Source: an optimization exercise on an open RTL-to-GDS flow (aim: small area and a short achievable clock period). Production flows keep margins and buffers that such runs may drop. RTL that was checked went through simulation tests only; none was proved equivalent to the original. No functional check of the RTL was part of run 2. Power is estimated from default activity; no workload was simulated.

==> flow/design.v (outline; a module is shown in full before it is edited, if it fits) <==
// module BMD_64_RWDMA_FSM: 975 lines
// module rw_fa: 4 lines
// module rw_ao21: 3 lines
// module rw_xn2: 3 lines
// module rw_or2: 3 lines
// module rw_o21ai: 3 lines
// module rw_nor2: 3 lines
// module rw_mux2: 3 lines
// module rw_a2: 3 lines
// module rw_x2: 3 lines
module BMD_64_RWDMA_FSM (
    clk,
    rst_n,
    init_rst_i,
    wdma_rst_o,
    mwr_len_i,
    mwr_count_i,
    wdma_start_o,
    wdma_addr_o,
    wdma_done_i,
    wdma_irq_o,
    next_wdma_addr_i,
    next_wdma_up_addr_i,
    next_wdma_valid_i,
    wdma_start_i,
    wdma_stop_i,
    wdma_running_o,
    wdma_frame_len_i,
    timeframe_end_i,
    wdma_buf_ptr_o,
    wdma_status_o,
    cc_timeout_o
);
  // ...
==> flow/flow/run.sh <==
#!/bin/bash
# Standard layout (the standard.sh, unchanged synthesis), with two changes:
# - the port buffers are sky130_fd_sc_hd__buf_1 instead of the default
#   clkdlybuf4s50_1, which is larger and slower;
# - clock tree synthesis does not add dummy loads (it otherwise uses the same
#   arguments as ORFS: sink clustering, clock-net repair, CTS_BUF_LIST).
set -euo pipefail
export BUFFER_PORTS_ARGS="-buffer_cell sky130_fd_sc_hd__buf_1"
export CTS_ARGS="-sink_clustering_enable -repair_clock_nets -dont_use_dummy_load -buf_list {sky130_fd_sc_hd__clkbuf_4 sky130_fd_sc_hd__clkbuf_8}"
bash standard.sh finish > flow_make.log 2>&1
==> flow/standard.sh <==
#!/bin/bash
# synth_recipe.tcl (not shown) runs the flow's synth.tcl, then flattens the netlist and writes it again
# the make line also repeats each setting of config.mk as NAME=value (left out here)
make -C /OpenROAD-flow-scripts/flow DESIGN_CONFIG=/design/flow/config.mk WORK_HOME=/design/flow/orfs CLKGATE_MAP_FILE= SYNTH_SCRIPT=/design/flow/synth_recipe.tcl "${@:-finish}"
==> flow/config.mk <==
export PLATFORM = sky130hd
export DESIGN_NAME = BMD_64_RWDMA_FSM
export DESIGN_NICKNAME = BMD_64_RWDMA_FSM
export VERILOG_FILES = /design/flow/design.v
export SDC_FILE = /design/flow/constraint.sdc
export NUM_CORES = 4
export LEC_CHECK = 0
export CAP_MARGIN = 20
export CORE_MARGIN = 2
export CORE_UTILIZATION = 80
export CTS_BUF_LIST = sky130_fd_sc_hd__clkbuf_4 sky130_fd_sc_hd__clkbuf_8
export PLACE_DENSITY = 0.88
export SETUP_SLACK_MARGIN = 4.2
export SLEW_MARGIN = 20
export SYNTH_HIERARCHICAL = 1
export SYNTH_MINIMUM_KEEP_SIZE = 0
==> flow/constraint.sdc <==
create_clock -name core_clock -period 8.5 [get_ports {clk}]
set_input_delay 1.7000 -clock core_clock [delete_from_list [all_inputs] [get_ports {clk}]]
set_output_delay 1.7000 -clock core_clock [all_outputs]
set_load 0.01 [all_outputs]
==> reports/summary.txt, run 1 <==
FF-to-FF path depth -> 7
met3 Use GR -> 10.8%
WHS Path Cells -> 2
arrival time at the worst endpoint -> 2.73 ns
Final ANT Viol Nets -> 0
CP Cell Sequence -> xor2_2, and2_1, a21o_1, a21o_1, a21o_4, a21o_4, mux2_4, buf_6
setup violators final -> 0
Tcrit/Tclk final -> 52.1%
most common cell in the synthesized netlist -> nand2_1
Final Total Pwr -> 1420 uW
power share of the clock group -> 26.2%
Reg area -> 2350 um^2
post-CTS setup buffers -> 4
GRT overflow -> 0
flip-flop and latch power -> 561 uW
status -> timing/DRC/antenna clean
met2 wire len -> 14600 um
Synth Area in Simple Gates -> 19.4%
RR Endpoint -> c_q[12]$_DFF_P_
Critical Path RT -> 6.80 ns
nets@finish -> 1408
most frequent cells after synthesis -> nand2_1, fa_1, dfxtp_1
highest clock rate -> 226 MHz
GP Congestion -> 0.924
Area growth syn-to-layout -> 13.1%
clk_skew -> 0.0264 ns
CTS clk-pin slew, worst paths -> 0.07 ns
Via-to-Cell Ratio -> 6.90
met3 WL -> 4050 um
Comb pwr share -> 34.4%
Stages on worst setup path -> 8
fraction of area in multi-input gates -> 66.1%
==> run 2, diff against run 1 <==
--- a/flow/design.v
+++ b/flow/design.v
@@ -57,90 +57,64 @@
 reg             cc_timeout_q;
 reg [1:0]       a_lo;
 reg [11:0]      a_hi;
-reg [26:0]      s_q;
-reg [26:0]      c_q;
+reg [26:0]      p_q;
+reg [25:0]      g_q;
 wire            cc_timeout_o = cc_timeout_q;
 wire            wdma_rst_o = timeframe_end_i & st_wait;
 wire [15:0]     wdma_buf_ptr_o = wdma_buf_cnt;
 wire [26:0]     mid;
-    wire ag0 = s_q[0] & c_q[0];
-    wire ap0;
-    rw_x2 u_ap0 (.a(s_q[0]), .b(c_q[0]), .y(ap0));
-    wire ag1 = s_q[1] & c_q[1];
-    wire ap1;
-    rw_x2 u_ap1 (.a(s_q[1]), .b(c_q[1]), .y(ap1));
-    wire ag2 = s_q[2] & c_q[2];
-    wire ap2;
-    rw_x2 u_ap2 (.a(s_q[2]), .b(c_q[2]), .y(ap2));
-    wire ag3 = s_q[3] & c_q[3];
-    wire ap3;
-    rw_x2 u_ap3 (.a(s_q[3]), .b(c_q[3]), .y(ap3));
-    wire ag4 = s_q[4] & c_q[4];
-    wire ap4;
-    rw_x2 u_ap4 (.a(s_q[4]), .b(c_q[4]), .y(ap4));
-    wire ag5 = s_q[5] & c_q[5];
-    wire ap5;
-    rw_x2 u_ap5 (.a(s_q[5]), .b(c_q[5]), .y(ap5));
-    wire ag6 = s_q[6] & c_q[6];
-    wire ap6;
-    rw_x2 u_ap6 (.a(s_q[6]), .b(c_q[6]), .y(ap6));
-    wire ag7 = s_q[7] & c_q[7];
-    wire ap7;
-    rw_x2 u_ap7 (.a(s_q[7]), .b(c_q[7]), .y(ap7));
-    wire ag8 = s_q[8] & c_q[8];
-    wire ap8;
-    rw_x2 u_ap8 (.a(s_q[8]), .b(c_q[8]), .y(ap8));
-    wire ag9 = s_q[9] & c_q[9];
-    wire ap9;
-    rw_x2 u_ap9 (.a(s_q[9]), .b(c_q[9]), .y(ap9));
-    wire ag10 = s_q[10] & c_q[10];
-    wire ap10;
-    rw_x2 u_ap10 (.a(s_q[10]), .b(c_q[10]), .y(ap10));
-    wire ag11 = s_q[11] & c_q[11];
-    wire ap11;
-    rw_x2 u_ap11 (.a(s_q[11]), .b(c_q[11]), .y(ap11));
-    wire ag12 = s_q[12] & c_q[12];
-    wire ap12;
-    rw_x2 u_ap12 (.a(s_q[12]), .b(c_q[12]), .y(ap12));
-    wire ag13 = s_q[13] & c_q[13];
-    wire ap13;
-    rw_x2 u_ap13 (.a(s_q[13]), .b(c_q[13]), .y(ap13));
-    wire ag14 = s_q[14] & c_q[14];
-    wire ap14;
-    rw_x2 u_ap14 (.a(s_q[14]), .b(c_q[14]), .y(ap14));
-    wire ag15 = s_q[15] & c_q[15];
-    wire ap15;
-    rw_x2 u_ap15 (.a(s_q[15]), .b(c_q[15]), .y(ap15));
-    wire ag16 = s_q[16] & c_q[16];
-    wire ap16;
-    rw_x2 u_ap16 (.a(s_q[16]), .b(c_q[16]), .y(ap16));
-    wire ag17 = s_q[17] & c_q[17];
-    wire ap17;
-    rw_x2 u_ap17 (.a(s_q[17]), .b(c_q[17]), .y(ap17));
-    wire ag18 = s_q[18] & c_q[18];
-    wire ap18;
-    rw_x2 u_ap18 (.a(s_q[18]), .b(c_q[18]), .y(ap18));
-    wire ag19 = s_q[19] & c_q[19];
-    wire ap19;
-    rw_x2 u_ap19 (.a(s_q[19]), .b(c_q[19]), .y(ap19));
-    wire ag20 = s_q[20] & c_q[20];
-    wire ap20;
-    rw_x2 u_ap20 (.a(s_q[20]), .b(c_q[20]), .y(ap20));
-    wire ag21 = s_q[21] & c_q[21];
-    wire ap21;
-    rw_x2 u_ap21 (.a(s_q[21]), .b(c_q[21]), .y(ap21));
-    wire ag22 = s_q[22] & c_q[22];
-    wire ap22;
-    rw_x2 u_ap22 (.a(s_q[22]), .b(c_q[22]), .y(ap22));
-    wire ag23 = s_q[23] & c_q[23];
-    wire ap23;
-    rw_x2 u_ap23 (.a(s_q[23]), .b(c_q[23]), .y(ap23));
-    wire ag24 = s_q[24] & c_q[24];
-    wire ap24;
-    rw_x2 u_ap24 (.a(s_q[24]), .b(c_q[24]), .y(ap24));
-    wire ag25 = s_q[25] & c_q[25];
-    wire ap25;
-    rw_x2 u_ap25 (.a(s_q[25]), .b(c_q[25]), .y(ap25));
+    wire ag0 = g_q[0];
+    wire ap0 = p_q[0];
+    wire ag1 = g_q[1];
+    wire ap1 = p_q[1];
+    wire ag2 = g_q[2];
+    wire ap2 = p_q[2];
+    wire ag3 = g_q[3];
+    wire ap3 = p_q[3];
+    wire ag4 = g_q[4];
+    wire ap4 = p_q[4];
+    wire ag5 = g_q[5];
+    wire ap5 = p_q[5];
+    wire ag6 = g_q[6];
+    wire ap6 = p_q[6];
+    wire ag7 = g_q[7];
+    wire ap7 = p_q[7];
+    wire ag8 = g_q[8];
+    wire ap8 = p_q[8];
+    wire ag9 = g_q[9];
+    wire ap9 = p_q[9];
+    wire ag10 = g_q[10];
+    wire ap10 = p_q[10];
+    wire ag11 = g_q[11];
+    wire ap11 = p_q[11];
+    wire ag12 = g_q[12];
+    wire ap12 = p_q[12];
+    wire ag13 = g_q[13];
+    wire ap13 = p_q[13];
+    wire ag14 = g_q[14];
+    wire ap14 = p_q[14];
+    wire ag15 = g_q[15];
+    wire ap15 = p_q[15];
+    wire ag16 = g_q[16];
+    wire ap16 = p_q[16];
+    wire ag17 = g_q[17];
+    wire ap17 = p_q[17];
+    wire ag18 = g_q[18];
+    wire ap18 = p_q[18];
+    wire ag19 = g_q[19];
+    wire ap19 = p_q[19];
+    wire ag20 = g_q[20];
+    wire ap20 = p_q[20];
+    wire ag21 = g_q[21];
+    wire ap21 = p_q[21];
+    wire ag22 = g_q[22];
+    wire ap22 = p_q[22];
+    wire ag23 = g_q[23];
+    wire ap23 = p_q[23];
+    wire ag24 = g_q[24];
+    wire ap24 = p_q[24];
+    wire ag25 = g_q[25];
+    wire ap25 = p_q[25];
     wire g1_1;
     rw_ao21 u_g1_1 (.a(ag1), .b(ap1), .c(ag0), .y(g1_1));
     wire g1_3;
@@ -313,8 +287,7 @@
     rw_x2 u_sum23 (.a(ap23), .b(g16_22), .y(mid[23]));
     rw_x2 u_sum24 (.a(ap24), .b(g16_23), .y(mid[24]));
     rw_x2 u_sum25 (.a(ap25), .b(g16_24), .y(mid[25]));
-    wire ap26;
-    rw_x2 u_ap26 (.a(s_q[26]), .b(c_q[26]), .y(ap26));
+    wire ap26 = p_q[26];
     rw_x2 u_sum26 (.a(ap26), .b(g16_25), .y(mid[26]));
     assign c26 = g16_25;
     assign p26 = ap26;
@@ -333,9 +306,18 @@
     rw_mux2 u_hm (.a(hi_c0[gi]), .b(hi_c1[gi]), .s(c26), .y(out_hi[gi]));
 end endgenerate
 assign wdma_addr_o = {out_hi, mid[25:0], a_lo};
-wire [25:0]     x = s_q[25:0];
-wire [26:0]     ts_n;
-wire [26:0]     tc_n;
+wire [25:0]     x = p_q[25:0];    
+wire            load_go  = st_load & next_wdma_valid & ~wdma_stop;
+wire            dma_done = st_dma & wdma_done_i;
+wire            buf_full = (wdma_buf_cnt == wdma_frame_len_i);
+wire            ld_r   = rst_n & load_go;
+wire            dd_r   = rst_n & dma_done;
+wire            dd_n   = ~dd_r;
+wire            hold_r = rst_n & ~load_go & ~dma_done & ~init_rst_i;
+wire [26:0]     rest_n = ~(({27{ld_r}} & {1'b0, next_wdma_addr_i[27:2]})
+                         | ({27{hold_r}} & {1'b0, mid[25:0]}));
+wire [26:0]     p_d;
+wire [25:0]     g_d;
     wire pp0_0 = ~(mwr_len_i[0] & mwr_count_i[0]);
     wire pp0_1 = ~(mwr_len_i[0] & mwr_count_i[1]);
     wire pp0_2 = ~(mwr_len_i[0] & mwr_count_i[2]);
@@ -501,373 +483,408 @@
     rw_xn2 u_hs0 (.a(xn[8]), .b(pp0_8), .y(hs0));
     rw_or2 u_hc0 (.a(xn[8]), .b(pp0_8), .y(hc0));
     wire fs0, fc0;
-    rw_fa u_fa0 (.a(xn[9]), .b(pp0_9), .c(pp1_8), .s(fs0), .co(fc0));
+    rw_fa u_fs0 (.a(xn[9]), .b(pp0_9), .c(pp1_8), .s(fs0), .co(fc0));
     wire hs1, hc1;
     rw_xn2 u_hs1 (.a(pp2_7), .b(pp3_6), .y(hs1));
     rw_or2 u_hc1 (.a(pp2_7), .b(pp3_6), .y(hc1));
     wire fs1, fc1;
-    rw_fa u_fa1 (.a(xn[10]), .b(pp0_10), .c(pp1_9), .s(fs1), .co(fc1));
+    rw_gfa u_fs1 (.a(xn[10]), .b(pp0_10), .c(pp1_9), .s(fs1), .co(fc1));
     wire fs2, fc2;
-    rw_fa u_fa2 (.a(pp2_8), .b(pp3_7), .c(pp4_6), .s(fs2), .co(fc2));
+    rw_gfa u_fs2 (.a(pp2_8), .b(pp3_7), .c(pp4_6), .s(fs2), .co(fc2));
     wire fs3, fc3;
-    rw_fa u_fa3 (.a(xn[11]), .b(pp0_11), .c(pp1_10), .s(fs3), .co(fc3));
+    rw_gfa u_fs3 (.a(xn[11]), .b(pp0_11), .c(pp1_10), .s(fs3), .co(fc3));
     wire fs4, fc4;
-    rw_fa u_fa4 (.a(pp2_9), .b(pp3_8), .c(pp4_7), .s(fs4), .co(fc4));
+    rw_gfa u_fs4 (.a(pp2_9), .b(pp3_8), .c(pp4_7), .s(fs4), .co(fc4));
     wire fs5, fc5;
-    rw_fa u_fa5 (.a(xn[12]), .b(pp0_12), .c(pp1_11), .s(fs5), .co(fc5));
+    rw_gfa u_fs5 (.a(xn[12]), .b(pp0_12), .c(pp1_11), .s(fs5), .co(fc5));
     wire fs6, fc6;
-    rw_fa u_fa6 (.a(pp2_10), .b(pp3_9), .c(pp4_8), .s(fs6), .co(fc6));
+    rw_gfa u_fs6 (.a(pp2_10), .b(pp3_9), .c(pp4_8), .s(fs6), .co(fc6));
     wire fs7, fc7;
-    rw_fa u_fa7 (.a(xn[13]), .b(pp0_13), .c(pp1_12), .s(fs7), .co(fc7));
+    rw_gfa u_fs7 (.a(xn[13]), .b(pp0_13), .c(pp1_12), .s(fs7), .co(fc7));
     wire fs8, fc8;
-    rw_fa u_fa8 (.a(pp2_11), .b(pp3_10), .c(pp4_9), .s(fs8), .co(fc8));
+    rw_gfa u_fs8 (.a(pp2_11), .b(pp3_10), .c(pp4_9), .s(fs8), .co(fc8));
     wire fs9, fc9;
-    rw_fa u_fa9 (.a(xn[14]), .b(pp0_14), .c(pp1_13), .s(fs9), .co(fc9));
+    rw_gfa u_fs9 (.a(xn[14]), .b(pp0_14), .c(pp1_13), .s(fs9), .co(fc9));
     wire fs10, fc10;
-    rw_fa u_fa10 (.a(pp2_12), .b(pp3_11), .c(pp4_10), .s(fs10), .co(fc10));
+    rw_gfa u_fs10 (.a(pp2_12), .b(pp3_11), .c(pp4_10), .s(fs10), .co(fc10));
     wire fs11, fc11;
-    rw_fa u_fa11 (.a(xn[15]), .b(pp0_15), .c(pp1_14), .s(fs11), .co(fc11));
+    rw_gfa u_fs11 (.a(xn[15]), .b(pp0_15), .c(pp1_14), .s(fs11), .co(fc11));
     wire fs12, fc12;
-    rw_fa u_fa12 (.a(pp2_13), .b(pp3_12), .c(pp4_11), .s(fs12), .co(fc12));
+    rw_gfa u_fs12 (.a(pp2_13), .b(pp3_12), .c(pp4_11), .s(fs12), .co(fc12));
     wire fs13, fc13;
-    rw_fa u_fa13 (.a(xn[16]), .b(pp1_15), .c(pp2_14), .s(fs13), .co(fc13));
+    rw_gfa u_fs13 (.a(xn[16]), .b(pp1_15), .c(pp2_14), .s(fs13), .co(fc13));
     wire hs2, hc2;
     rw_xn2 u_hs2 (.a(pp3_13), .b(pp4_12), .y(hs2));
     rw_or2 u_hc2 (.a(pp3_13), .b(pp4_12), .y(hc2));
     wire fs14, fc14;
-    rw_fa u_fa14 (.a(xn[17]), .b(pp2_15), .c(pp3_14), .s(fs14), .co(fc14));
+    rw_gfa u_fs14 (.a(xn[17]), .b(pp2_15), .c(pp3_14), .s(fs14), .co(fc14));
     wire hs3, hc3;
     rw_xn2 u_hs3 (.a(xn[5]), .b(pp0_5), .y(hs3));
     rw_or2 u_hc3 (.a(xn[5]), .b(pp0_5), .y(hc3));
     wire fs15, fc15;
-    rw_fa u_fa15 (.a(xn[6]), .b(pp0_6), .c(pp1_5), .s(fs15), .co(fc15));
+    rw_fa u_fs15 (.a(xn[6]), .b(pp0_6), .c(pp1_5), .s(fs15), .co(fc15));
     wire hs4, hc4;
     rw_xn2 u_hs4 (.a(pp2_4), .b(pp3_3), .y(hs4));
     rw_or2 u_hc4 (.a(pp2_4), .b(pp3_3), .y(hc4));
     wire fs16, fc16;
-    rw_fa u_fa16 (.a(xn[7]), .b(pp0_7), .c(pp1_6), .s(fs16), .co(fc16));
+    rw_fa u_fs16 (.a(xn[7]), .b(pp0_7), .c(pp1_6), .s(fs16), .co(fc16));
     wire fs17, fc17;
-    rw_fa u_fa17 (.a(pp2_5), .b(pp3_4), .c(pp4_3), .s(fs17), .co(fc17));
+    rw_fa u_fs17 (.a(pp2_5), .b(pp3_4), .c(pp4_3), .s(fs17), .co(fc17));
     wire hs5, hc5;
     rw_xn2 u_hs5 (.a(pp5_2), .b(pp6_1), .y(hs5));
     rw_or2 u_hc5 (.a(pp5_2), .b(pp6_1), .y(hc5));
     wire fs18, fc18;
-    rw_fa u_fa18 (.a(pp1_7), .b(pp2_6), .c(pp3_5), .s(fs18), .co(fc18));
+    rw_fa u_fs18 (.a(pp1_7), .b(pp2_6), .c(pp3_5), .s(fs18), .co(fc18));
     wire fs19, fc19;
-    rw_fa u_fa19 (.a(pp4_4), .b(pp5_3), .c(pp6_2), .s(fs19), .co(fc19));
+    rw_fa u_fs19 (.a(pp4_4), .b(pp5_3), .c(pp6_2), .s(fs19), .co(fc19));
     wire fs20, fc20;
-    rw_fa u_fa20 (.a(pp7_1), .b(pp8_0), .c(hs0), .s(fs20), .co(fc20));
+    rw_fa u_fs20 (.a(pp7_1), .b(pp8_0), .c(hs0), .s(fs20), .co(fc20));
     wire fs21, fc21;
-    rw_fa u_fa21 (.a(pp4_5), .b(pp5_4), .c(pp6_3), .s(fs21), .co(fc21));
+    rw_fa u_fs21 (.a(pp4_5), .b(pp5_4), .c(pp6_3), .s(fs21), .co(fc21));
     wire fs22, fc22;
-    rw_fa u_fa22 (.a(pp7_2), .b(pp8_1), .c(pp9_0), .s(fs22), .co(fc22));
+    rw_fa u_fs22 (.a(pp7_2), .b(pp8_1), .c(pp9_0), .s(fs22), .co(fc22));
     wire fs23, fc23;
-    rw_fa u_fa23 (.a(hc0), .b(hs1), .c(fs0), .s(fs23), .co(fc23));
+    rw_gfa u_fs23 (.a(hc0), .b(hs1), .c(fs0), .s(fs23), .co(fc23));
     wire fs24, fc24;
-    rw_fa u_fa24 (.a(pp5_5), .b(pp6_4), .c(pp7_3), .s(fs24), .co(fc24));
+    rw_fa u_fs24 (.a(pp5_5), .b(pp6_4), .c(pp7_3), .s(fs24), .co(fc24));
     wire fs25, fc25;
-    rw_fa u_fa25 (.a(pp8_2), .b(pp9_1), .c(hc1), .s(fs25), .co(fc25));
+    rw_fa u_fs25 (.a(pp8_2), .b(pp9_1), .c(hc1), .s(fs25), .co(fc25));
     wire fs26, fc26;
-    rw_fa u_fa26 (.a(fc0), .b(fs1), .c(fs2), .s(fs26), .co(fc26));
+    rw_fa u_fs26 (.a(fs1), .b(fs2), .c(fc0), .s(fs26), .co(fc26));
     wire fs27, fc27;
-    rw_fa u_fa27 (.a(pp5_6), .b(pp6_5), .c(pp7_4), .s(fs27), .co(fc27));
+    rw_fa u_fs27 (.a(pp5_6), .b(pp6_5), .c(pp7_4), .s(fs27), .co(fc27));
     wire fs28, fc28;
-    rw_fa u_fa28 (.a(pp8_3), .b(pp9_2), .c(fc1), .s(fs28), .co(fc28));
+    rw_gfa u_fs28 (.a(pp8_3), .b(pp9_2), .c(fs3), .s(fs28), .co(fc28));
     wire fs29, fc29;
-    rw_fa u_fa29 (.a(fc2), .b(fs3), .c(fs4), .s(fs29), .co(fc29));
+    rw_gfa u_fs29 (.a(fs4), .b(fc1), .c(fc2), .s(fs29), .co(fc29));
     wire fs30, fc30;
-    rw_fa u_fa30 (.a(pp5_7), .b(pp6_6), .c(pp7_5), .s(fs30), .co(fc30));
+    rw_fa u_fs30 (.a(pp5_7), .b(pp6_6), .c(pp7_5), .s(fs30), .co(fc30));
     wire fs31, fc31;
-    rw_fa u_fa31 (.a(pp8_4), .b(pp9_3), .c(fc3), .s(fs31), .co(fc31));
+    rw_gfa u_fs31 (.a(pp8_4), .b(pp9_3), .c(fs5), .s(fs31), .co(fc31));
     wire fs32, fc32;
-    rw_fa u_fa32 (.a(fc4), .b(fs5), .c(fs6), .s(fs32), .co(fc32));
+    rw_gfa u_fs32 (.a(fs6), .b(fc3), .c(fc4), .s(fs32), .co(fc32));
     wire fs33, fc33;
-    rw_fa u_fa33 (.a(pp5_8), .b(pp6_7), .c(pp7_6), .s(fs33), .co(fc33));
+    rw_fa u_fs33 (.a(pp5_8), .b(pp6_7), .c(pp7_6), .s(fs33), .co(fc33));
     wire fs34, fc34;
-    rw_fa u_fa34 (.a(pp8_5), .b(pp9_4), .c(fc5), .s(fs34), .co(fc34));
+    rw_gfa u_fs34 (.a(pp8_5), .b(pp9_4), .c(fs7), .s(fs34), .co(fc34));
     wire fs35, fc35;
-    rw_fa u_fa35 (.a(fc6), .b(fs7), .c(fs8), .s(fs35), .co(fc35));
+    rw_gfa u_fs35 (.a(fs8), .b(fc5), .c(fc6), .s(fs35), .co(fc35));
     wire fs36, fc36;
-    rw_fa u_fa36 (.a(pp5_9), .b(pp6_8), .c(pp7_7), .s(fs36), .co(fc36));
+    rw_fa u_fs36 (.a(pp5_9), .b(pp6_8), .c(pp7_7), .s(fs36), .co(fc36));
     wire fs37, fc37;
-    rw_fa u_fa37 (.a(pp8_6), .b(pp9_5), .c(fc7), .s(fs37), .co(fc37));
+    rw_gfa u_fs37 (.a(pp8_6), .b(pp9_5), .c(fs9), .s(fs37), .co(fc37));
     wire fs38, fc38;
-    rw_fa u_fa38 (.a(fc8), .b(fs9), .c(fs10), .s(fs38), .co(fc38));
+    rw_gfa u_fs38 (.a(fs10), .b(fc7), .c(fc8), .s(fs38), .co(fc38));
     wire fs39, fc39;
-    rw_fa u_fa39 (.a(pp5_10), .b(pp6_9), .c(pp7_8), .s(fs39), .co(fc39));
+    rw_fa u_fs39 (.a(pp5_10), .b(pp6_9), .c(pp7_8), .s(fs39), .co(fc39));
     wire fs40, fc40;
-    rw_fa u_fa40 (.a(pp8_7), .b(pp9_6), .c(fc9), .s(fs40), .co(fc40));
+    rw_gfa u_fs40 (.a(pp8_7), .b(pp9_6), .c(fs11), .s(fs40), .co(fc40));
     wire fs41, fc41;
-    rw_fa u_fa41 (.a(fc10), .b(fs11), .c(fs12), .s(fs41), .co(fc41));
+    rw_gfa u_fs41 (.a(fs12), .b(fc9), .c(fc10), .s(fs41), .co(fc41));
     wire fs42, fc42;
-    rw_fa u_fa42 (.a(pp5_11), .b(pp6_10), .c(pp7_9), .s(fs42), .co(fc42));
+    rw_fa u_fs42 (.a(pp5_11), .b(pp6_10), .c(pp7_9), .s(fs42), .co(fc42));
     wire fs43, fc43;
-    rw_fa u_fa43 (.a(pp8_8), .b(pp9_7), .c(hs2), .s(fs43), .co(fc43));
+    rw_fa u_fs43 (.a(pp8_8), .b(pp9_7), .c(hs2), .s(fs43), .co(fc43));
     wire fs44, fc44;
-    rw_fa u_fa44 (.a(fc11), .b(fc12), .c(fs13), .s(fs44), .co(fc44));
+    rw_gfa u_fs44 (.a(fs13), .b(fc11), .c(fc12), .s(fs44), .co(fc44));
     wire fs45, fc45;
-    rw_fa u_fa45 (.a(pp4_13), .b(pp5_12), .c(pp6_11), .s(fs45), .co(fc45));
+    rw_fa u_fs45 (.a(pp4_13), .b(pp5_12), .c(pp6_11), .s(fs45), .co(fc45));
     wire fs46, fc46;
-    rw_fa u_fa46 (.a(pp7_10), .b(pp8_9), .c(pp9_8), .s(fs46), .co(fc46));
+    rw_fa u_fs46 (.a(pp7_10), .b(pp8_9), .c(pp9_8), .s(fs46), .co(fc46));
     wire fs47, fc47;
-    rw_fa u_fa47 (.a(hc2), .b(fc13), .c(fs14), .s(fs47), .co(fc47));
+    rw_gfa u_fs47 (.a(hc2), .b(fs14), .c(fc13), .s(fs47), .co(fc47));
     wire fs48, fc48;
-    rw_fa u_fa48 (.a(xn[18]), .b(pp3_15), .c(pp4_14), .s(fs48), .co(fc48));
+    rw_fa u_fs48 (.a(xn[18]), .b(pp3_15), .c(pp4_14), .s(fs48), .co(fc48));
     wire fs49, fc49;
-    rw_fa u_fa49 (.a(pp5_13), .b(pp6_12), .c(pp7_11), .s(fs49), .co(fc49));
+    rw_fa u_fs49 (.a(pp5_13), .b(pp6_12), .c(pp7_11), .s(fs49), .co(fc49));
     wire fs50, fc50;
-    rw_fa u_fa50 (.a(pp8_10), .b(pp9_9), .c(fc14), .s(fs50), .co(fc50));
+    rw_gfa u_fs50 (.a(pp8_10), .b(pp9_9), .c(fc14), .s(fs50), .co(fc50));
     wire fs51, fc51;
-    rw_fa u_fa51 (.a(xn[19]), .b(pp4_15), .c(pp5_14), .s(fs51), .co(fc51));
+    rw_fa u_fs51 (.a(xn[19]), .b(pp4_15), .c(pp5_14), .s(fs51), .co(fc51));
     wire fs52, fc52;
-    rw_fa u_fa52 (.a(pp6_13), .b(pp7_12), .c(pp8_11), .s(fs52), .co(fc52));
+    rw_fa u_fs52 (.a(pp6_13), .b(pp7_12), .c(pp8_11), .s(fs52), .co(fc52));
     wire fs53, fc53;
-    rw_fa u_fa53 (.a(xn[20]), .b(pp5_15), .c(pp6_14), .s(fs53), .co(fc53));
+    rw_fa u_fs53 (.a(xn[20]), .b(pp5_15), .c(pp6_14), .s(fs53), .co(fc53));
     wire hs6, hc6;
     rw_xn2 u_hs6 (.a(xn[3]), .b(pp0_3), .y(hs6));
     rw_or2 u_hc6 (.a(xn[3]), .b(pp0_3), .y(hc6));
     wire fs54, fc54;
-    rw_fa u_fa54 (.a(xn[4]), .b(pp0_4), .c(pp1_3), .s(fs54), .co(fc54));
+    rw_fa u_fs54 (.a(xn[4]), .b(pp0_4), .c(pp1_3), .s(fs54), .co(fc54));
     wire hs7, hc7;
     rw_xn2 u_hs7 (.a(pp2_2), .b(pp3_1), .y(hs7));
     rw_or2 u_hc7 (.a(pp2_2), .b(pp3_1), .y(hc7));
     wire fs55, fc55;
-    rw_fa u_fa55 (.a(pp1_4), .b(pp2_3), .c(pp3_2), .s(fs55), .co(fc55));
+    rw_fa u_fs55 (.a(pp1_4), .b(pp2_3), .c(pp3_2), .s(fs55), .co(fc55));
     wire fs56, fc56;
-    rw_fa u_fa56 (.a(pp4_1), .b(pp5_0), .c(hs3), .s(fs56), .co(fc56));
+    rw_fa u_fs56 (.a(pp4_1), .b(pp5_0), .c(hs3), .s(fs56), .co(fc56));
     wire fs57, fc57;
-    rw_fa u_fa57 (.a(pp4_2), .b(pp5_1), .c(pp6_0), .s(fs57), .co(fc57));
+    rw_fa u_fs57 (.a(pp4_2), .b(pp5_1), .c(pp6_0), .s(fs57), .co(fc57));
     wire fs58, fc58;
-    rw_fa u_fa58 (.a(hc3), .b(hs4), .c(fs15), .s(fs58), .co(fc58));
+    rw_fa u_fs58 (.a(hc3), .b(hs4), .c(fs15), .s(fs58), .co(fc58));
     wire fs59, fc59;
-    rw_fa u_fa59 (.a(pp7_0), .b(hc4), .c(hs5), .s(fs59), .co(fc59));
+    rw_fa u_fs59 (.a(pp7_0), .b(hc4), .c(hs5), .s(fs59), .co(fc59));
     wire fs60, fc60;
-    rw_fa u_fa60 (.a(fc15), .b(fs16), .c(fs17), .s(fs60), .co(fc60));
+    rw_fa u_fs60 (.a(fs16), .b(fs17), .c(fc15), .s(fs60), .co(fc60));
     wire fs61, fc61;
-    rw_fa u_fa61 (.a(hc5), .b(fc16), .c(fc17), .s(fs61), .co(fc61));
+    rw_fa u_fs61 (.a(hc5), .b(fs18), .c(fs19), .s(fs61), .co(fc61));
     wire fs62, fc62;
-    rw_fa u_fa62 (.a(fs18), .b(fs19), .c(fs20), .s(fs62), .co(fc62));
+    rw_gfa u_fs62 (.a(fc16), .b(fc17), .c(fs20), .s(fs62), .co(fc62));
     wire fs63, fc63;
-    rw_fa u_fa63 (.a(fc18), .b(fc19), .c(fs21), .s(fs63), .co(fc63));
+    rw_gfa u_fs63 (.a(fs21), .b(fs22), .c(fc18), .s(fs63), .co(fc63));
     wire fs64, fc64;
-    rw_fa u_fa64 (.a(fs22), .b(fc20), .c(fs23), .s(fs64), .co(fc64));
+    rw_gfa u_fs64 (.a(fc19), .b(fs23), .c(fc20), .s(fs64), .co(fc64));
     wire fs65, fc65;
-    rw_fa u_fa65 (.a(fc21), .b(fc22), .c(fs24), .s(fs65), .co(fc65));
+    rw_gfa u_fs65 (.a(fs24), .b(fc21), .c(fc22), .s(fs65), .co(fc65));
     wire fs66, fc66;
-    rw_fa u_fa66 (.a(fs25), .b(fc23), .c(fs26), .s(fs66), .co(fc66));
+    rw_fa u_fs66 (.a(fs25), .b(fs26), .c(fc23), .s(fs66), .co(fc66));
     wire fs67, fc67;
-    rw_fa u_fa67 (.a(fc24), .b(fs27), .c(fc25), .s(fs67), .co(fc67));
+    rw_gfa u_fs67 (.a(fs27), .b(fc24), .c(fs28), .s(fs67), .co(fc67));
     wire fs68, fc68;
-    rw_fa u_fa68 (.a(fs28), .b(fc26), .c(fs29), .s(fs68), .co(fc68));
+    rw_gfa u_fs68 (.a(fc25), .b(fs29), .c(fc26), .s(fs68), .co(fc68));
     wire fs69, fc69;
-    rw_fa u_fa69 (.a(fc27), .b(fs30), .c(fc28), .s(fs69), .co(fc69));
+    rw_gfa u_fs69 (.a(fs30), .b(fc27), .c(fs31), .s(fs69), .co(fc69));
     wire fs70, fc70;
-    rw_fa u_fa70 (.a(fs31), .b(fc29), .c(fs32), .s(fs70), .co(fc70));
+    rw_gfa u_fs70 (.a(fc28), .b(fs32), .c(fc29), .s(fs70), .co(fc70));
     wire fs71, fc71;
-    rw_fa u_fa71 (.a(fc30), .b(fs33), .c(fc31), .s(fs71), .co(fc71));
+    rw_gfa u_fs71 (.a(fs33), .b(fc30), .c(fs34), .s(fs71), .co(fc71));
     wire fs72, fc72;
-    rw_fa u_fa72 (.a(fs34), .b(fc32), .c(fs35), .s(fs72), .co(fc72));
+    rw_gfa u_fs72 (.a(fc31), .b(fs35), .c(fc32), .s(fs72), .co(fc72));
     wire fs73, fc73;
-    rw_fa u_fa73 (.a(fc33), .b(fs36), .c(fc34), .s(fs73), .co(fc73));
+    rw_gfa u_fs73 (.a(fs36), .b(fc33), .c(fs37), .s(fs73), .co(fc73));
     wire fs74, fc74;
-    rw_fa u_fa74 (.a(fs37), .b(fc35), .c(fs38), .s(fs74), .co(fc74));
+    rw_gfa u_fs74 (.a(fc34), .b(fs38), .c(fc35), .s(fs74), .co(fc74));
     wire fs75, fc75;
-    rw_fa u_fa75 (.a(fc36), .b(fs39), .c(fc37), .s(fs75), .co(fc75));
+    rw_gfa u_fs75 (.a(fs39), .b(fc36), .c(fs40), .s(fs75), .co(fc75));
     wire fs76, fc76;
-    rw_fa u_fa76 (.a(fs40), .b(fc38), .c(fs41), .s(fs76), .co(fc76));
+    rw_gfa u_fs76 (.a(fc37), .b(fs41), .c(fc38), .s(fs76), .co(fc76));
     wire fs77, fc77;
-    rw_fa u_fa77 (.a(fc39), .b(fs42), .c(fs43), .s(fs77), .co(fc77));
+    rw_gfa u_fs77 (.a(fs42), .b(fc39), .c(fs43), .s(fs77), .co(fc77));
     wire fs78, fc78;
-    rw_fa u_fa78 (.a(fc40), .b(fc41), .c(fs44), .s(fs78), .co(fc78));
+    rw_gfa u_fs78 (.a(fc40), .b(fs44), .c(fc41), .s(fs78), .co(fc78));
     wire fs79, fc79;
-    rw_fa u_fa79 (.a(fc42), .b(fs45), .c(fs46), .s(fs79), .co(fc79));
+    rw_gfa u_fs79 (.a(fs45), .b(fs46), .c(fc42), .s(fs79), .co(fc79));
     wire fs80, fc80;
-    rw_fa u_fa80 (.a(fc43), .b(fc44), .c(fs47), .s(fs80), .co(fc80));
+    rw_gfa u_fs80 (.a(fc43), .b(fs47), .c(fc44), .s(fs80), .co(fc80));
     wire fs81, fc81;
-    rw_fa u_fa81 (.a(fc45), .b(fc46), .c(fs48), .s(fs81), .co(fc81));
+    rw_fa u_fs81 (.a(fs48), .b(fs49), .c(fc45), .s(fs81), .co(fc81));
     wire fs82, fc82;
-    rw_fa u_fa82 (.a(fs49), .b(fs50), .c(fc47), .s(fs82), .co(fc82));
+    rw_gfa u_fs82 (.a(fc46), .b(fs50), .c(fc47), .s(fs82), .co(fc82));
     wire fs83, fc83;
-    rw_fa u_fa83 (.a(pp9_10), .b(fc48), .c(fc49), .s(fs83), .co(fc83));
+    rw_fa u_fs83 (.a(pp9_10), .b(fs51), .c(fs52), .s(fs83), .co(fc83));
     wire fs84, fc84;
-    rw_fa u_fa84 (.a(fs51), .b(fs52), .c(fc50), .s(fs84), .co(fc84));
+    rw_gfa u_fs84 (.a(fc48), .b(fc49), .c(fc50), .s(fs84), .co(fc84));
     wire fs85, fc85;
-    rw_fa u_fa85 (.a(pp7_13), .b(pp8_12), .c(pp9_11), .s(fs85), .co(fc85));
+    rw_fa u_fs85 (.a(pp7_13), .b(pp8_12), .c(pp9_11), .s(fs85), .co(fc85));
     wire fs86, fc86;
-    rw_fa u_fa86 (.a(fc51), .b(fc52), .c(fs53), .s(fs86), .co(fc86));
+    rw_fa u_fs86 (.a(fs53), .b(fc51), .c(fc52), .s(fs86), .co(fc86));
     wire fs87, fc87;
-    rw_fa u_fa87 (.a(xn[21]), .b(pp6_15), .c(pp7_14), .s(fs87), .co(fc87));
+    rw_fa u_fs87 (.a(xn[21]), .b(pp6_15), .c(pp7_14), .s(fs87), .co(fc87));
     wire fs88, fc88;
-    rw_fa u_fa88 (.a(pp8_13), .b(pp9_12), .c(fc53), .s(fs88), .co(fc88));
+    rw_fa u_fs88 (.a(pp8_13), .b(pp9_12), .c(fc53), .s(fs88), .co(fc88));
     wire fs89, fc89;
-    rw_fa u_fa89 (.a(xn[22]), .b(pp7_15), .c(pp8_14), .s(fs89), .co(fc89));
+    rw_fa u_fs89 (.a(xn[22]), .b(pp7_15), .c(pp8_14), .s(fs89), .co(fc89));
     wire hs8, hc8;
     rw_xn2 u_hs8 (.a(xn[2]), .b(pp0_2), .y(hs8));
     rw_or2 u_hc8 (.a(xn[2]), .b(pp0_2), .y(hc8));
     wire fs90, fc90;
-    rw_fa u_fa90 (.a(pp1_2), .b(pp2_1), .c(pp3_0), .s(fs90), .co(fc90));
+    rw_fa u_fs90 (.a(pp1_2), .b(pp2_1), .c(pp3_0), .s(fs90), .co(fc90));
     wire fs91, fc91;
-    rw_fa u_fa91 (.a(pp4_0), .b(hc6), .c(hs7), .s(fs91), .co(fc91));
+    rw_fa u_fs91 (.a(pp4_0), .b(hc6), .c(hs7), .s(fs91), .co(fc91));
     wire fs92, fc92;
-    rw_fa u_fa92 (.a(hc7), .b(fc54), .c(fs55), .s(fs92), .co(fc92));
+    rw_fa u_fs92 (.a(hc7), .b(fs55), .c(fc54), .s(fs92), .co(fc92));
     wire fs93, fc93;
-    rw_fa u_fa93 (.a(fc55), .b(fs57), .c(fc56), .s(fs93), .co(fc93));
+    rw_gfa u_fs93 (.a(fs57), .b(fc55), .c(fs58), .s(fs93), .co(fc93));
     wire fs94, fc94;
-    rw_fa u_fa94 (.a(fc57), .b(fs59), .c(fc58), .s(fs94), .co(fc94));
+    rw_gfa u_fs94 (.a(fc57), .b(fs59), .c(fs60), .s(fs94), .co(fc94));
     wire fs95, fc95;
-    rw_fa u_fa95 (.a(fc59), .b(fs61), .c(fc60), .s(fs95), .co(fc95));
+    rw_gfa u_fs95 (.a(fc59), .b(fs61), .c(fs62), .s(fs95), .co(fc95));
     wire fs96, fc96;
-    rw_fa u_fa96 (.a(fc61), .b(fs63), .c(fc62), .s(fs96), .co(fc96));
+    rw_gfa u_fs96 (.a(fs63), .b(fc61), .c(fc62), .s(fs96), .co(fc96));
     wire fs97, fc97;
-    rw_fa u_fa97 (.a(fc63), .b(fs65), .c(fc64), .s(fs97), .co(fc97));
+    rw_gfa u_fs97 (.a(fs65), .b(fc63), .c(fc64), .s(fs97), .co(fc97));
     wire fs98, fc98;
-    rw_fa u_fa98 (.a(fc65), .b(fs67), .c(fc66), .s(fs98), .co(fc98));
+    rw_gfa u_fs98 (.a(fs67), .b(fc65), .c(fs68), .s(fs98), .co(fc98));
     wire fs99, fc99;
-    rw_fa u_fa99 (.a(fc67), .b(fs69), .c(fc68), .s(fs99), .co(fc99));
+    rw_gfa u_fs99 (.a(fs69), .b(fc67), .c(fs70), .s(fs99), .co(fc99));
     wire fs100, fc100;
-    rw_fa u_fa100 (.a(fc69), .b(fs71), .c(fc70), .s(fs100), .co(fc100));
+    rw_gfa u_fs100 (.a(fs71), .b(fc69), .c(fs72), .s(fs100), .co(fc100));
     wire fs101, fc101;
-    rw_fa u_fa101 (.a(fc71), .b(fs73), .c(fc72), .s(fs101), .co(fc101));
+    rw_gfa u_fs101 (.a(fs73), .b(fc71), .c(fs74), .s(fs101), .co(fc101));
     wire fs102, fc102;
-    rw_fa u_fa102 (.a(fc73), .b(fs75), .c(fc74), .s(fs102), .co(fc102));
+    rw_gfa u_fs102 (.a(fs75), .b(fc73), .c(fs76), .s(fs102), .co(fc102));
     wire fs103, fc103;
-    rw_fa u_fa103 (.a(fc75), .b(fs77), .c(fc76), .s(fs103), .co(fc103));
+    rw_gfa u_fs103 (.a(fs77), .b(fc75), .c(fs78), .s(fs103), .co(fc103));
     wire fs104, fc104;
-    rw_fa u_fa104 (.a(fs79), .b(fc77), .c(fc78), .s(fs104), .co(fc104));
+    rw_gfa u_fs104 (.a(fs79), .b(fc77), .c(fs80), .s(fs104), .co(fc104));
     wire fs105, fc105;
-    rw_fa u_fa105 (.a(fc79), .b(fs81), .c(fc80), .s(fs105), .co(fc105));
+    rw_gfa u_fs105 (.a(fs81), .b(fc79), .c(fs82), .s(fs105), .co(fc105));
     wire fs106, fc106;
-    rw_fa u_fa106 (.a(fc81), .b(fs83), .c(fs84), .s(fs106), .co(fc106));
+    rw_gfa u_fs106 (.a(fs83), .b(fc81), .c(fs84), .s(fs106), .co(fc106));
     wire fs107, fc107;
-    rw_fa u_fa107 (.a(fs85), .b(fc83), .c(fs86), .s(fs107), .co(fc107));
+    rw_gfa u_fs107 (.a(fs85), .b(fc83), .c(fs86), .s(fs107), .co(fc107));
     wire fs108, fc108;
-    rw_fa u_fa108 (.a(fc85), .b(fs87), .c(fs88), .s(fs108), .co(fc108));
+    rw_fa u_fs108 (.a(fs87), .b(fc85), .c(fs88), .s(fs108), .co(fc108));
     wire fs109, fc109;
-    rw_fa u_fa109 (.a(pp9_13), .b(fc87), .c(fs89), .s(fs109), .co(fc109));
+    rw_fa u_fs109 (.a(pp9_13), .b(fs89), .c(fc87), .s(fs109), .co(fc109));
     wire fs110, fc110;
-    rw_fa u_fa110 (.a(xn[23]), .b(pp8_15), .c(pp9_14), .s(fs110), .co(fc110));
+    rw_fa u_fs110 (.a(xn[23]), .b(pp8_15), .c(pp9_14), .s(fs110), .co(fc110));
     wire hs9, hc9;
     rw_xn2 u_hs9 (.a(xn[1]), .b(pp0_1), .y(hs9));
     rw_or2 u_hc9 (.a(xn[1]), .b(pp0_1), .y(hc9));
     wire fs111, fc111;
-    rw_fa u_fa111 (.a(pp1_1), .b(pp2_0), .c(hs8), .s(fs111), .co(fc111));
+    rw_fa u_fs111 (.a(pp1_1), .b(pp2_0), .c(hs8), .s(fs111), .co(fc111));
     wire fs112, fc112;
-    rw_fa u_fa112 (.a(hc8), .b(hs6), .c(fs90), .s(fs112), .co(fc112));
+    rw_fa u_fs112 (.a(hc8), .b(hs6), .c(fs90), .s(fs112), .co(fc112));
     wire fs113, fc113;
-    rw_fa u_fa113 (.a(fc90), .b(fs54), .c(fs91), .s(fs113), .co(fc113));
+    rw_fa u_fs113 (.a(fs54), .b(fc90), .c(fs91), .s(fs113), .co(fc113));
     wire fs114, fc114;
-    rw_fa u_fa114 (.a(fc91), .b(fs56), .c(fs92), .s(fs114), .co(fc114));
+    rw_fa u_fs114 (.a(fs56), .b(fc91), .c(fs92), .s(fs114), .co(fc114));
     wire fs115, fc115;
-    rw_fa u_fa115 (.a(fc92), .b(fs58), .c(fs93), .s(fs115), .co(fc115));
+    rw_fa u_fs115 (.a(fc56), .b(fc92), .c(fs93), .s(fs115), .co(fc115));
     wire fs116, fc116;
-    rw_fa u_fa116 (.a(fc93), .b(fs60), .c(fs94), .s(fs116), .co(fc116));
+    rw_gfa u_fs116 (.a(fc58), .b(fs94), .c(fc93), .s(fs116), .co(fc116));
     wire fs117, fc117;
-    rw_fa u_fa117 (.a(fs62), .b(fc94), .c(fs95), .s(fs117), .co(fc117));
+    rw_gfa u_fs117 (.a(fc60), .b(fs95), .c(fc94), .s(fs117), .co(fc117));
     wire fs118, fc118;
-    rw_fa u_fa118 (.a(fc95), .b(fs64), .c(fs96), .s(fs118), .co(fc118));
+    rw_gfa u_fs118 (.a(fs64), .b(fs96), .c(fc95), .s(fs118), .co(fc118));
     wire fs119, fc119;
-    rw_fa u_fa119 (.a(fc96), .b(fs66), .c(fs97), .s(fs119), .co(fc119));
+    rw_gfa u_fs119 (.a(fs66), .b(fs97), .c(fc96), .s(fs119), .co(fc119));
     wire fs120, fc120;
-    rw_fa u_fa120 (.a(fs68), .b(fc97), .c(fs98), .s(fs120), .co(fc120));
+    rw_gfa u_fs120 (.a(fc66), .b(fs98), .c(fc97), .s(fs120), .co(fc120));
     wire fs121, fc121;
-    rw_fa u_fa121 (.a(fs70), .b(fc98), .c(fs99), .s(fs121), .co(fc121));
+    rw_gfa u_fs121 (.a(fc68), .b(fs99), .c(fc98), .s(fs121), .co(fc121));
     wire fs122, fc122;
-    rw_fa u_fa122 (.a(fs72), .b(fc99), .c(fs100), .s(fs122), .co(fc122));
+    rw_gfa u_fs122 (.a(fc70), .b(fs100), .c(fc99), .s(fs122), .co(fc122));
     wire fs123, fc123;
-    rw_fa u_fa123 (.a(fs74), .b(fc100), .c(fs101), .s(fs123), .co(fc123));
+    rw_gfa u_fs123 (.a(fc72), .b(fs101), .c(fc100), .s(fs123), .co(fc123));
     wire fs124, fc124;
-    rw_fa u_fa124 (.a(fs76), .b(fc101), .c(fs102), .s(fs124), .co(fc124));
+    rw_gfa u_fs124 (.a(fc74), .b(fs102), .c(fc101), .s(fs124), .co(fc124));
     wire fs125, fc125;
-    rw_fa u_fa125 (.a(fs78), .b(fc102), .c(fs103), .s(fs125), .co(fc125));
+    rw_gfa u_fs125 (.a(fc76), .b(fs103), .c(fc102), .s(fs125), .co(fc125));
     wire fs126, fc126;
-    rw_fa u_fa126 (.a(fs80), .b(fc103), .c(fs104), .s(fs126), .co(fc126));
+    rw_gfa u_fs126 (.a(fc78), .b(fs104), .c(fc103), .s(fs126), .co(fc126));
     wire fs127, fc127;
-    rw_fa u_fa127 (.a(fs82), .b(fc104), .c(fs105), .s(fs127), .co(fc127));
+    rw_gfa u_fs127 (.a(fc80), .b(fs105), .c(fc104), .s(fs127), .co(fc127));
     wire fs128, fc128;
-    rw_fa u_fa128 (.a(fc82), .b(fs106), .c(fc105), .s(fs128), .co(fc128));
+    rw_gfa u_fs128 (.a(fc82), .b(fs106), .c(fc105), .s(fs128), .co(fc128));
     wire fs129, fc129;
-    rw_fa u_fa129 (.a(fc84), .b(fs107), .c(fc106), .s(fs129), .co(fc129));
+    rw_gfa u_fs129 (.a(fs107), .b(fc84), .c(fc106), .s(fs129), .co(fc129));
     wire fs130, fc130;
-    rw_fa u_fa130 (.a(fc86), .b(fs108), .c(fc107), .s(fs130), .co(fc130));
+    rw_gfa u_fs130 (.a(fc86), .b(fs108), .c(fc107), .s(fs130), .co(fc130));
     wire fs131, fc131;
-    rw_fa u_fa131 (.a(fc88), .b(fs109), .c(fc108), .s(fs131), .co(fc131));
+    rw_fa u_fs131 (.a(fs109), .b(fc88), .c(fc108), .s(fs131), .co(fc131));
     wire fs132, fc132;
-    rw_fa u_fa132 (.a(fc89), .b(fs110), .c(fc109), .s(fs132), .co(fc132));
+    rw_fa u_fs132 (.a(fs110), .b(fc89), .c(fc109), .s(fs132), .co(fc132));
     wire fs133, fc133;
-    rw_fa u_fa133 (.a(xn[24]), .b(pp9_15), .c(fc110), .s(fs133), .co(fc133));
-    assign ts_n[0] = xn[0];
-    assign tc_n[0] = pp0_0;
-    assign ts_n[1] = hs9;
-    assign tc_n[1] = pp1_0;
-    assign ts_n[2] = hc9;
-    assign tc_n[2] = fs111;
-    assign ts_n[3] = fc111;
-    assign tc_n[3] = fs112;
-    assign ts_n[4] = fc112;
-    assign tc_n[4] = fs113;
-    assign ts_n[5] = fc113;
-    assign tc_n[5] = fs114;
-    assign ts_n[6] = fc114;
-    assign tc_n[6] = fs115;
-    assign ts_n[7] = fc115;
-    assign tc_n[7] = fs116;
-    assign ts_n[8] = fc116;
-    assign tc_n[8] = fs117;
-    assign ts_n[9] = fc117;
-    assign tc_n[9] = fs118;
-    assign ts_n[10] = fc118;
-    assign tc_n[10] = fs119;
-    assign ts_n[11] = fc119;
-    assign tc_n[11] = fs120;
-    assign ts_n[12] = fc120;
-    assign tc_n[12] = fs121;
-    assign ts_n[13] = fc121;
-    assign tc_n[13] = fs122;
-    assign ts_n[14] = fc122;
-    assign tc_n[14] = fs123;
-    assign ts_n[15] = fc123;
-    assign tc_n[15] = fs124;
-    assign ts_n[16] = fc124;
-    assign tc_n[16] = fs125;
-    assign ts_n[17] = fc125;
-    assign tc_n[17] = fs126;
-    assign ts_n[18] = fc126;
-    assign tc_n[18] = fs127;
-    assign ts_n[19] = fc127;
-    assign tc_n[19] = fs128;
-    assign ts_n[20] = fc128;
-    assign tc_n[20] = fs129;
-    assign ts_n[21] = fc129;
-    assign tc_n[21] = fs130;
-    assign ts_n[22] = fc130;
-    assign tc_n[22] = fs131;
-    assign ts_n[23] = fc131;
-    assign tc_n[23] = fs132;
-    assign ts_n[24] = fc132;
-    assign tc_n[24] = fs133;
-    assign ts_n[25] = fc133;
-    assign tc_n[25] = xn[25];
-    assign ts_n[26] = 1'b1;
-    assign tc_n[26] = 1'b1;
-wire            load_go  = st_load & next_wdma_valid & ~wdma_stop;
-wire            dma_done = st_dma & wdma_done_i;
-wire            buf_full = (wdma_buf_cnt == wdma_frame_len_i);
-wire            ld_r   = rst_n & load_go;
-wire            dd_r   = rst_n & dma_done;
-wire            dd_n   = ~dd_r;
-wire            hold_r = rst_n & ~load_go & ~dma_done & ~init_rst_i;
-wire [26:0]     rest_n = ~(({27{ld_r}} & {1'b0, next_wdma_addr_i[27:2]})
-                         | ({27{hold_r}} & {1'b0, mid[25:0]}));
-wire [26:0]     s_d;
-wire [26:0]     c_d;
-genvar gk;
-generate for (gk = 0; gk < 27; gk = gk + 1) begin : g_sc
-    rw_o21ai u_s (.a1(ts_n[gk]), .a2(dd_n), .b1(rest_n[gk]), .y(s_d[gk]));
-    rw_nor2  u_c (.a(tc_n[gk]), .b(dd_n), .y(c_d[gk]));
-end endgenerate
+    rw_fa u_fs133 (.a(xn[24]), .b(pp9_15), .c(fc110), .s(fs133), .co(fc133));
+    wire pt_n0;
+    rw_xn2 u_pt0 (.a(xn[0]), .b(pp0_0), .y(pt_n0));
+    rw_o21ai u_pd0 (.a1(pt_n0), .a2(dd_n), .b1(rest_n[0]), .y(p_d[0]));
+    rw_nor3 u_gd0 (.a(xn[0]), .b(pp0_0), .c(dd_n), .y(g_d[0]));
+    wire pt_n1;
+    rw_xn2 u_pt1 (.a(hs9), .b(pp1_0), .y(pt_n1));
+    rw_o21ai u_pd1 (.a1(pt_n1), .a2(dd_n), .b1(rest_n[1]), .y(p_d[1]));
+    rw_nor3 u_gd1 (.a(hs9), .b(pp1_0), .c(dd_n), .y(g_d[1]));
+    wire pt_n2;
+    rw_xn2 u_pt2 (.a(hc9), .b(fs111), .y(pt_n2));
+    rw_o21ai u_pd2 (.a1(pt_n2), .a2(dd_n), .b1(rest_n[2]), .y(p_d[2]));
+    rw_nor3 u_gd2 (.a(hc9), .b(fs111), .c(dd_n), .y(g_d[2]));
+    wire pt_n3;
+    rw_xn2 u_pt3 (.a(fc111), .b(fs112), .y(pt_n3));
+    rw_o21ai u_pd3 (.a1(pt_n3), .a2(dd_n), .b1(rest_n[3]), .y(p_d[3]));
+    rw_nor3 u_gd3 (.a(fc111), .b(fs112), .c(dd_n), .y(g_d[3]));
+    wire pt_n4;
+    rw_xn2 u_pt4 (.a(fc112), .b(fs113), .y(pt_n4));
+    rw_o21ai u_pd4 (.a1(pt_n4), .a2(dd_n), .b1(rest_n[4]), .y(p_d[4]));
+    rw_nor3 u_gd4 (.a(fc112), .b(fs113), .c(dd_n), .y(g_d[4]));
+    wire pt_n5;
+    rw_xn2 u_pt5 (.a(fc113), .b(fs114), .y(pt_n5));
+    rw_o21ai u_pd5 (.a1(pt_n5), .a2(dd_n), .b1(rest_n[5]), .y(p_d[5]));
+    rw_nor3 u_gd5 (.a(fc113), .b(fs114), .c(dd_n), .y(g_d[5]));
+    wire pt_n6;
+    rw_xn2 u_pt6 (.a(fc114), .b(fs115), .y(pt_n6));
+    rw_o21ai u_pd6 (.a1(pt_n6), .a2(dd_n), .b1(rest_n[6]), .y(p_d[6]));
+    rw_nor3 u_gd6 (.a(fc114), .b(fs115), .c(dd_n), .y(g_d[6]));
+    wire pt_n7;
+    rw_xn2 u_pt7 (.a(fc115), .b(fs116), .y(pt_n7));
+    rw_o21ai u_pd7 (.a1(pt_n7), .a2(dd_n), .b1(rest_n[7]), .y(p_d[7]));
+    rw_nor3 u_gd7 (.a(fc115), .b(fs116), .c(dd_n), .y(g_d[7]));
+    wire pt_n8;
+    rw_xn2 u_pt8 (.a(fc116), .b(fs117), .y(pt_n8));
+    rw_o21ai u_pd8 (.a1(pt_n8), .a2(dd_n), .b1(rest_n[8]), .y(p_d[8]));
+    rw_nor3 u_gd8 (.a(fc116), .b(fs117), .c(dd_n), .y(g_d[8]));
+    wire pt_n9;
+    rw_xn2 u_pt9 (.a(fc117), .b(fs118), .y(pt_n9));
+    rw_o21ai u_pd9 (.a1(pt_n9), .a2(dd_n), .b1(rest_n[9]), .y(p_d[9]));
+    rw_nor3 u_gd9 (.a(fc117), .b(fs118), .c(dd_n), .y(g_d[9]));
+    wire pt_n10;
+    rw_xn2 u_pt10 (.a(fc118), .b(fs119), .y(pt_n10));
+    rw_o21ai u_pd10 (.a1(pt_n10), .a2(dd_n), .b1(rest_n[10]), .y(p_d[10]));
+    rw_nor3 u_gd10 (.a(fc118), .b(fs119), .c(dd_n), .y(g_d[10]));
+    wire pt_n11;
+    rw_xn2 u_pt11 (.a(fc119), .b(fs120), .y(pt_n11));
+    rw_o21ai u_pd11 (.a1(pt_n11), .a2(dd_n), .b1(rest_n[11]), .y(p_d[11]));
+    rw_nor3 u_gd11 (.a(fc119), .b(fs120), .c(dd_n), .y(g_d[11]));
+    wire pt_n12;
+    rw_xn2 u_pt12 (.a(fc120), .b(fs121), .y(pt_n12));
+    rw_o21ai u_pd12 (.a1(pt_n12), .a2(dd_n), .b1(rest_n[12]), .y(p_d[12]));
+    rw_nor3 u_gd12 (.a(fc120), .b(fs121), .c(dd_n), .y(g_d[12]));
+    wire pt_n13;
+    rw_xn2 u_pt13 (.a(fc121), .b(fs122), .y(pt_n13));
+    rw_o21ai u_pd13 (.a1(pt_n13), .a2(dd_n), .b1(rest_n[13]), .y(p_d[13]));
+    rw_nor3 u_gd13 (.a(fc121), .b(fs122), .c(dd_n), .y(g_d[13]));
+    wire pt_n14;
+    rw_xn2 u_pt14 (.a(fc122), .b(fs123), .y(pt_n14));
+    rw_o21ai u_pd14 (.a1(pt_n14), .a2(dd_n), .b1(rest_n[14]), .y(p_d[14]));
+    rw_nor3 u_gd14 (.a(fc122), .b(fs123), .c(dd_n), .y(g_d[14]));
+    wire pt_n15;
+    rw_xn2 u_pt15 (.a(fc123), .b(fs124), .y(pt_n15));
+    rw_o21ai u_pd15 (.a1(pt_n15), .a2(dd_n), .b1(rest_n[15]), .y(p_d[15]));
+    rw_nor3 u_gd15 (.a(fc123), .b(fs124), .c(dd_n), .y(g_d[15]));
+    wire pt_n16;
+    rw_xn2 u_pt16 (.a(fc124), .b(fs125), .y(pt_n16));
+    rw_o21ai u_pd16 (.a1(pt_n16), .a2(dd_n), .b1(rest_n[16]), .y(p_d[16]));
+    rw_nor3 u_gd16 (.a(fc124), .b(fs125), .c(dd_n), .y(g_d[16]));
+    wire pt_n17;
+    rw_xn2 u_pt17 (.a(fc125), .b(fs126), .y(pt_n17));
+    rw_o21ai u_pd17 (.a1(pt_n17), .a2(dd_n), .b1(rest_n[17]), .y(p_d[17]));
+    rw_nor3 u_gd17 (.a(fc125), .b(fs126), .c(dd_n), .y(g_d[17]));
+    wire pt_n18;
+    rw_xn2 u_pt18 (.a(fc126), .b(fs127), .y(pt_n18));
+    rw_o21ai u_pd18 (.a1(pt_n18), .a2(dd_n), .b1(rest_n[18]), .y(p_d[18]));
+    rw_nor3 u_gd18 (.a(fc126), .b(fs127), .c(dd_n), .y(g_d[18]));
+    wire pt_n19;
+    rw_xn2 u_pt19 (.a(fc127), .b(fs128), .y(pt_n19));
+    rw_o21ai u_pd19 (.a1(pt_n19), .a2(dd_n), .b1(rest_n[19]), .y(p_d[19]));
+    rw_nor3 u_gd19 (.a(fc127), .b(fs128), .c(dd_n), .y(g_d[19]));
+    wire pt_n20;
+    rw_xn2 u_pt20 (.a(fc128), .b(fs129), .y(pt_n20));
+    rw_o21ai u_pd20 (.a1(pt_n20), .a2(dd_n), .b1(rest_n[20]), .y(p_d[20]));
+    rw_nor3 u_gd20 (.a(fc128), .b(fs129), .c(dd_n), .y(g_d[20]));
+    wire pt_n21;
+    rw_xn2 u_pt21 (.a(fc129), .b(fs130), .y(pt_n21));
+    rw_o21ai u_pd21 (.a1(pt_n21), .a2(dd_n), .b1(rest_n[21]), .y(p_d[21]));
+    rw_nor3 u_gd21 (.a(fc129), .b(fs130), .c(dd_n), .y(g_d[21]));
+    wire pt_n22;
+    rw_xn2 u_pt22 (.a(fc130), .b(fs131), .y(pt_n22));
+    rw_o21ai u_pd22 (.a1(pt_n22), .a2(dd_n), .b1(rest_n[22]), .y(p_d[22]));
+    rw_nor3 u_gd22 (.a(fc130), .b(fs131), .c(dd_n), .y(g_d[22]));
+    wire pt_n23;
+    rw_xn2 u_pt23 (.a(fc131), .b(fs132), .y(pt_n23));
+    rw_o21ai u_pd23 (.a1(pt_n23), .a2(dd_n), .b1(rest_n[23]), .y(p_d[23]));
+    rw_nor3 u_gd23 (.a(fc131), .b(fs132), .c(dd_n), .y(g_d[23]));
+    wire pt_n24;
+    rw_xn2 u_pt24 (.a(fc132), .b(fs133), .y(pt_n24));
+    rw_o21ai u_pd24 (.a1(pt_n24), .a2(dd_n), .b1(rest_n[24]), .y(p_d[24]));
+    rw_nor3 u_gd24 (.a(fc132), .b(fs133), .c(dd_n), .y(g_d[24]));
+    wire pt_n25;
+    rw_xn2 u_pt25 (.a(fc133), .b(xn[25]), .y(pt_n25));
+    rw_o21ai u_pd25 (.a1(pt_n25), .a2(dd_n), .b1(rest_n[25]), .y(p_d[25]));
+    rw_nor3 u_gd25 (.a(fc133), .b(xn[25]), .c(dd_n), .y(g_d[25]));
+    rw_o21ai u_pd26 (.a1(1'b1), .a2(dd_n), .b1(rest_n[26]), .y(p_d[26]));
 always @(posedge clk) begin
-    s_q <= s_d;
-    c_q <= c_d;
+    p_q <= p_d;
+    g_q <= g_d;
 end
 always @(posedge clk) begin
     if (!rst_n) begin
@@ -990,9 +1007,21 @@
 module rw_o21ai (input a1, input a2, input b1, output y);
 assign y = ~((a1 | a2) & b1);
 endmodule
+module rw_nor3 (input a, input b, input c, output y);
+assign y = ~(a | b | c);
+endmodule
 module rw_nor2 (input a, input b, output y);
 assign y = ~(a | b);
 endmodule
+module rw_gfa (input a, input b, input c, output s, output co);
+wire ab;
+rw_x2 u_ab (.a(a), .b(b), .y(ab));
+rw_x2 u_s (.a(ab), .b(c), .y(s));
+rw_mj3 u_co (.a(a), .b(b), .c(c), .y(co));
+endmodule
+module rw_mj3 (input a, input b, input c, output y);
+assign y = (a & b) | (a & c) | (b & c);
+endmodule
 module rw_mux2 (input a, input b, input s, output y);
 assign y = s ? b : a;
 endmodule
==> flow/flow/run.sh (replaced) <==
#!/bin/bash
# Standard layout, but with sky130_fd_sc_hd__buf_1 as the port buffer cell
# (instead of the default clkdlybuf4s50_1, which is larger and slower).
set -euo pipefail
export BUFFER_PORTS_ARGS="-buffer_cell sky130_fd_sc_hd__buf_1"
bash standard.sh finish > flow_make.log 2>&1
--- a/flow/config.mk
+++ b/flow/config.mk
@@ -7,10 +7,10 @@
 export LEC_CHECK = 0
 export CAP_MARGIN = 20
 export CORE_MARGIN = 2
-export CORE_UTILIZATION = 80
+export CORE_UTILIZATION = 70
 export CTS_BUF_LIST = sky130_fd_sc_hd__clkbuf_4 sky130_fd_sc_hd__clkbuf_8
-export PLACE_DENSITY = 0.88
-export SETUP_SLACK_MARGIN = 4.2
+export PLACE_DENSITY = 0.8
+export SETUP_SLACK_MARGIN = 4.4
 export SLEW_MARGIN = 20
 export SYNTH_HIERARCHICAL = 1
 export SYNTH_MINIMUM_KEEP_SIZE = 0
==> reports/summary.txt, run 2 <==
share of power burned in registers -> 26.9%
GP Congestion -> 0.859 (-7.0%)
most frequent cells after synthesis -> nand2_1, xor2_1, dfxtp_1
CTS buffer count -> 17
Cell variety after synth -> 58
routed vias -> 8996
Pins Over Slew Limit -> 0
GRT overflow -> 0 (unchanged)
min Tclk post-route -> 4.14 ns
Final ANT Viol Nets -> 0 (unchanged)
Max rail drop VDD -> 0.117 mV
Via-to-Cell Ratio -> 5.86 (-15%)
arrival time at the worst endpoint -> 2.44 ns (-0.29 ns)
root buffer cell -> clkbuf_8
worst hold-check path type -> reg2reg
fraction of the yosys area taken by sequential cells -> 22.5%
Rows -> 44
first-pass GRT wire length -> 41600 um
biggest regs -> p_q (27), g_q (26), wdma_buf_cnt (16)
share of cells above drive strength 1 -> 21.8%
number of flops mapped to enable cells by yosys -> 0
Avg Synthesized Cell Area -> 8.73 um^2
Die X -> 125 um
status -> timing/DRC/antenna clean
Cell Area, Synth -> 10300 um^2
most common cell after layout, fill and taps aside -> xor2_1
IO Port Bufs -> 154
GRT Total Usage -> 32.1%
nets@finish -> 1489 (+5.8%)
Power Density -> 172 nW/um^2
Ports -> 155
Initial Util -> 71.3%
Worst-Skew Late Latency -> 0.45 ns
Critical Path RT -> 6.80 ns (about the same)
setup violators final -> 0 (unchanged)
Comb pwr share -> 51.1% (+17 points)
CTS clk-pin slew, worst paths -> 0.07 ns (about the same)
highest clock rate -> 242 MHz (+7.0%)
critical path class -> reg2out
largest cells by area after synthesis -> dfxtp_1, xor2_1, fa_1
vias in the first global route -> 8681
total die area -> 15700 um^2
power share of the clock group -> 22.0% (-4.2 points)
number of flip-flops under the largest register name -> 27
pin count of the biggest net entering global routing -> 54
Die Y -> 125 um
crit start category -> flop
Area growth syn-to-layout -> 16.5%
Synth Register Bits -> 116
area leader, netlist -> dfxtp_1
H-tree levels -> 4
initial antenna violation count -> 0
DR iter-0 viols -> 652
CP max FO -> 6
Tcrit/Tclk final -> 48.7% (-3.4 points)
Clock Sink Count -> 116
final hold vios -> 0
Final Total Pwr -> 2070 uW (+45%)
clk_skew -> 0.0168 ns (-0.00955 ns)
core box area -> 14500 um^2
final wirelength -> 26500 um
leading cell types in the layout, fill and taps excluded -> xor2_1, nand2_1, buf_1
unrepaired setup endpoints after global routing -> true
setup TNS -> 0 ns
asr flop ratio synth -> 0%
HPWL Detailed -> 18400 um
Yosys top cell area share -> 22.5%
CTS tree -> yes
maximum clock path buffer count -> 2
switching power -> 773 uW
Post-Synthesis Cells -> 1183
run 2: cells by family (layout without fill, tap and decap cells):
group	count (synthesis)	in the layout	synth area share (%)
AO/OA/AOI/OAI	175	176	11.7
XOR/XNOR	267	267	22.6
adder cells (fa/ha/maj)	137	137	19.7
buffers and inverters	100	266	3.80
flip-flops	116	116	22.5
multiplexers	12	12	1.74
other	1	3	0.0363
AND/OR/NAND/NOR	375	375	17.9
run 2: path summary, 6_finish.rpt:
check,cells past startpoint,slack [ns],end,from
worst max-delay path,7,4.36,wdma_addr_o[33],p_q[17]$_DFF_P_
worst min register to register,0,0.44,prev_check$_DFF_P_,st_check$_SDFF_PN0_
worst max register to register,12,5.52,p_q[16]$_DFF_P_,p_q[16]$_DFF_P_
worst min-delay path,0,0.44,prev_check$_DFF_P_,st_check$_SDFF_PN0_
run 2: critical path, cell delays in order (launching register included):
cell	delay [ns]
dfxtp_2	0.34
a21o_1	0.19
a21o_1	0.26
a21o_1	0.23
a21o_1	0.24
a21o_4	0.27
mux2_4	0.33
clkbuf_2	0.13
run 2: per-layer routing:
layer | vias to the layer above | wire length, um | track usage [%]
met2 | 405 | 12900 | 53.2
met4 | 0 | 355 | 8.76
met1 | 4286 | 11200 | 43.2
met3 | 43 | 2090 | 6.29
li1 | 4262 | - | -
met5 | - | 0 | 0
run 2: what timing repair did:
item,CTS,global route
pin swaps,11,71
resized for setup,72,89
buffers inserted,9,30
hold buffers,0,0
setup endpoints to repair,58,40
cloned,1,0
run 2: power groups by stage:
stage / Clock (uW) / Sequential, uW / Combinational (uW)
after floorplan: 0 / 567 / 773
after global placement: 0 / 568 / 852
after detailed placement: 0 / 568 / 886
after CTS: 455 / 556 / 902
after global routing: 483 / 557 / 1140
final: 455 / 556 / 1060
run 2: area by class of cell:
| class | count | area (um^2) |
|---|---|---|
| Antenna cell | 1 | 2.50 |
| Sequential cell | 116 | 2330 |
| Timing Repair Buffer | 195 | 1100 |
| Clock buffer | 25 | 325 |
| Tap cell | 184 | 230 |
| Fill cell | 935 | 2440 |
| Multi-Input combinational cell | 969 | 7870 |
| Clock inverter | 5 | 25.0 |
| Inverter | 41 | 154 |
run 2: stage by stage:
stage	instances	util (%)	worst slack (ns)	cell area, um^2	hold WS [ns]
5_1_grt	1535	83.1	4.30	12000	0.453
3_5_place_dp	1465	76.1	3.34	11000	0.426
4_1_cts	1505	79.7	4.37	11500	0.437
2_1_floorplan	1184	-	4.22	10800	0.392
6_report	1536	83.1	4.36	12000	0.436
3_3_place_gp	1465	76.1	3.49	11000	0.428
run 2: modules after synthesis (local to each module, per instance), excerpt:
module    copies in the design  flip-flops and latches  cells
rw_o21ai                    27                       0      1
rw_xn2                      36                       0      1
rw_x2                      181                       0      1
rw_mj3                      78                       0      1
rw_fa                       56                       0      1
rw_mux2                     12                       0      1
